Context: an optimization exercise on an open-source flow, tuned for a short achievable clock period and few clock cycles. The choices shown serve that exercise and are no tape-out recipe.
At most, simulation tests tie the RTL to the original design; equivalence was not proved.
Power is estimated from default activity; no workload was simulated.

==> flow/design.v (excerpt) <==
module risc_cpu (
	input 				clk    ,
	input 				rst    ,
	output wire 		rd     ,
	output wire 		wr     ,
	output wire 		halt   ,
	output wire [12:0] 	addr   ,
	input  wire [7:0] 	data_in ,
	output wire [7:0] 	data_out
);
For scale: ~34 I/O pins.
==> module risc_cpu, before the edit <==
module risc_cpu (
	input 				clk    ,
	input 				rst    ,
	output wire 		rd     ,
	output wire 		wr     ,
	output wire 		halt   ,
	output wire [12:0] 	addr   ,
	input  wire [7:0] 	data_in ,
	output wire [7:0] 	data_out
);
	localparam [2:0] HLT = 3'b000, SKZ = 3'b001, ADD = 3'b010, ANDD = 3'b011,
	                 XORR = 3'b100, LDA = 3'b101, STO = 3'b110, JMP = 3'b111;
	reg        s_f0, s_f1, s_d, s_w;
	reg        s_p;        
	reg [12:0] addr_r;
	reg [12:0] pc_r;       
	reg [4:0]  hi_r;
	reg        o_add, o_and, o_xor, o_jmp, o_sto;
	reg [7:0]  acc;
	reg [7:0]  mdr;
	reg        zflag;      
	reg        rd_r, wr_r, halt_r;
	reg [7:0]  dout_r;
	assign addr     = addr_r;
	assign rd       = rd_r;
	assign wr       = wr_r;
	assign halt     = halt_r;
	assign data_out = dout_r;
	wire [2:0]  op_in  = data_in[7:5];
	wire        in_hlt = (op_in == HLT);
	wire        in_skz = (op_in == SKZ);
	wire        run    = !halt_r;
	wire [12:0] addr_p1 = addr_r + 13'd1;
	wire [12:0] addr_p2 = addr_r + 13'd2;
	wire [12:0] addr_p4 = addr_r + 13'd4;
	wire [12:0] pc_skz  = zflag ? addr_p4 : addr_p2;
	wire [12:0] base    = s_f0 ? addr_p1 : pc_r;
	wire        f0_skz  = s_f0 && in_skz;
	reg [12:0] addr_n;
	always @(*) begin
		addr_n = f0_skz ? pc_skz : base;
		if (s_f1) addr_n = {hi_r, data_in};
	end
	wire z_add = ((acc ^ data_in) == {acc[6:0] | data_in[6:0], 1'b0});
	wire z_and = ((acc & data_in) == 8'd0);
	wire z_xor = (acc == data_in);
	wire z_lda = (data_in == 8'd0);
	wire z_new = o_add ? z_add : o_and ? z_and : o_xor ? z_xor : z_lda;
	reg [7:0] alu;
	always @(*) begin
		if (o_add)      alu = acc + mdr;
		else if (o_and) alu = acc & mdr;
		else if (o_xor) alu = acc ^ mdr;
		else            alu = mdr;      
	end
	always @(posedge clk) begin
		if (rst) begin
			s_f0   <= 1'b1;
			s_f1   <= 1'b0;
			s_d    <= 1'b0;
			s_w    <= 1'b0;
			s_p    <= 1'b0;
			addr_r <= 13'd0;
			acc    <= 8'd0;
			zflag  <= 1'b1;
			rd_r   <= 1'b1;
			wr_r   <= 1'b0;
			halt_r <= 1'b0;
			dout_r <= 8'd0;
		end else begin
			addr_r <= addr_n;
			if (s_p) acc <= alu;
			if (s_d) zflag <= z_new;
			if (run) begin
				s_f0   <= (s_f0 && (in_skz || in_hlt)) || s_d || s_w || (s_f1 && o_jmp);
				s_f1   <= s_f0 && !in_skz && !in_hlt;
				s_d    <= s_f1 && !o_jmp && !o_sto;
				s_w    <= s_f1 && o_sto;
				s_p    <= s_d;
				halt_r <= s_f0 && in_hlt;
				rd_r   <= !(s_f0 && in_hlt) && !(s_f1 && o_sto);
				wr_r   <= s_f1 && o_sto;
				dout_r <= (s_f1 && o_sto) ? acc : 8'd0;
			end
		end
	end
	always @(posedge clk) begin
		if (s_f0) begin
			hi_r  <= data_in[4:0];
			o_add <= (op_in == ADD);
			o_and <= (op_in == ANDD);
			o_xor <= (op_in == XORR);
			o_jmp <= (op_in == JMP);
			o_sto <= (op_in == STO);
		end
		if (s_f1) pc_r <= addr_p1;
		if (s_d)  mdr  <= data_in;
	end
endmodule
Settings: LEC_CHECK=0, ABC_CLOCK_PERIOD_IN_PS=1500, CAP_MARGIN=20, CORE_MARGIN=2, CORE_UTILIZATION=40, SETUP_SLACK_MARGIN=3.3, SLEW_MARGIN=20, TNS_END_PERCENT=100; clock period 5.0 ns.
run.sh (not shown) runs the stock make flow with config.mk's settings and CLKGATE_MAP_FILE= SYNTH_SCRIPT=/design/flow/synth_recipe.tcl, a recipe that flattens the netlist after the stock synthesis.
Testbench counts at the start, summed over its fixed seeds: cycles 21,235.
Edit:
==> flow/design.v (replaced) <==
module risc_cpu (
	input 				clk    ,
	input 				rst    ,
	output wire 		rd     ,
	output wire 		wr     ,
	output wire 		halt   ,
	output wire [12:0] 	addr   ,
	input  wire [7:0] 	data_in ,
	output wire [7:0] 	data_out
);
	localparam [2:0] HLT = 3'b000, SKZ = 3'b001, ADD = 3'b010, ANDD = 3'b011,
	                 XORR = 3'b100, LDA = 3'b101, STO = 3'b110, JMP = 3'b111;
	reg        s_f0, s_f1, s_d, s_w;
	reg [12:0] addr_r;
	reg [12:0] pc_r;       
	reg [4:0]  hi_r;
	reg        o_add, o_and, o_xor, o_jmp, o_sto;
	reg [7:0]  acc;
	reg        rd_r, wr_r, halt_r;
	reg [7:0]  dout_r;
	assign addr     = addr_r;
	assign rd       = rd_r;
	assign wr       = wr_r;
	assign halt     = halt_r;
	assign data_out = dout_r;
	wire [2:0]  op_in  = data_in[7:5];
	wire        in_hlt = (op_in == HLT);
	wire        in_skz = (op_in == SKZ);
	wire        zero   = (acc == 8'd0);
	wire        run    = !halt_r;
	wire [12:0] addr_p1 = addr_r + 13'd1;
	wire [12:0] pc_skz  = addr_r + (zero ? 13'd4 : 13'd2);
	wire [12:0] base    = s_f0 ? addr_p1 : pc_r;
	wire        f0_skz  = s_f0 && in_skz;
	reg [12:0] addr_n;
	always @(*) begin
		addr_n = f0_skz ? pc_skz : base;
		if (s_f1) addr_n = {hi_r, data_in};
	end
	reg [7:0] alu;
	always @(*) begin
		if (o_add)      alu = acc + data_in;
		else if (o_and) alu = acc & data_in;
		else if (o_xor) alu = acc ^ data_in;
		else            alu = data_in;      
	end
	always @(posedge clk) begin
		if (rst) begin
			s_f0   <= 1'b1;
			s_f1   <= 1'b0;
			s_d    <= 1'b0;
			s_w    <= 1'b0;
			addr_r <= 13'd0;
			acc    <= 8'd0;
			rd_r   <= 1'b1;
			wr_r   <= 1'b0;
			halt_r <= 1'b0;
			dout_r <= 8'd0;
		end else begin
			addr_r <= addr_n;
			if (s_d) acc <= alu;
			if (run) begin
				s_f0   <= (s_f0 && (in_skz || in_hlt)) || s_d || s_w || (s_f1 && o_jmp);
				s_f1   <= s_f0 && !in_skz && !in_hlt;
				s_d    <= s_f1 && !o_jmp && !o_sto;
				s_w    <= s_f1 && o_sto;
				halt_r <= s_f0 && in_hlt;
				rd_r   <= !(s_f0 && in_hlt) && !(s_f1 && o_sto);
				wr_r   <= s_f1 && o_sto;
				dout_r <= (s_f1 && o_sto) ? acc : 8'd0;
			end
		end
	end
	always @(posedge clk) begin
		if (s_f0) begin
			hi_r  <= data_in[4:0];
			o_add <= (op_in == ADD);
			o_and <= (op_in == ANDD);
			o_xor <= (op_in == XORR);
			o_jmp <= (op_in == JMP);
			o_sto <= (op_in == STO);
		end
		if (s_f1) pc_r <= addr_p1;
	end
endmodule
Effect: Critical path depth goes up by 3; synthesized cell count goes down by about a fifth; synthesized area goes down by about a fifth; cell count goes down by about a fifth; total power goes down by a few percent; setup slack got worse by 210 ps; design area goes down by roughly a tenth; wire length goes down by about a fifth; clock power hardly moves; clock skew stays flat; utilization goes up by 4.0 points.
No functional check of the RTL was part of the second run of this note.

-- what the ideal ports hide --
The flow's constraints put no driver on any port. The routed layouts listed below were extracted and timed again, unchanged, in two steps.
Step 1, drivers: a clkbuf_16 drives clk and a buf_2 each remaining input, both assumed.
Step 2 moves the port delays by t, midway between the first and last clock arrival at a register: inputs arrive t later, outputs are due t later. That takes back most of the time a late clock gives input paths.
a / b / c = ideal / step 1 / step 2; a / b = the first two.
run	shift t [ns]	setup slack, ns	worst hold slack (ns)	worst setup path after step 2
the first run	0.383	3.014 / 2.994 / 2.611	0.485 / 0.485 / 0.485	input to register
the second run	0.366	2.807 / 2.774 / 2.408	0.491 / 0.491 / 0.491	input to register
After both steps setup and hold are still met in every run listed. For the first run, which loses most, drivers alone change the setup slack by -0.020 ns; drivers and shift together by -0.403 ns.
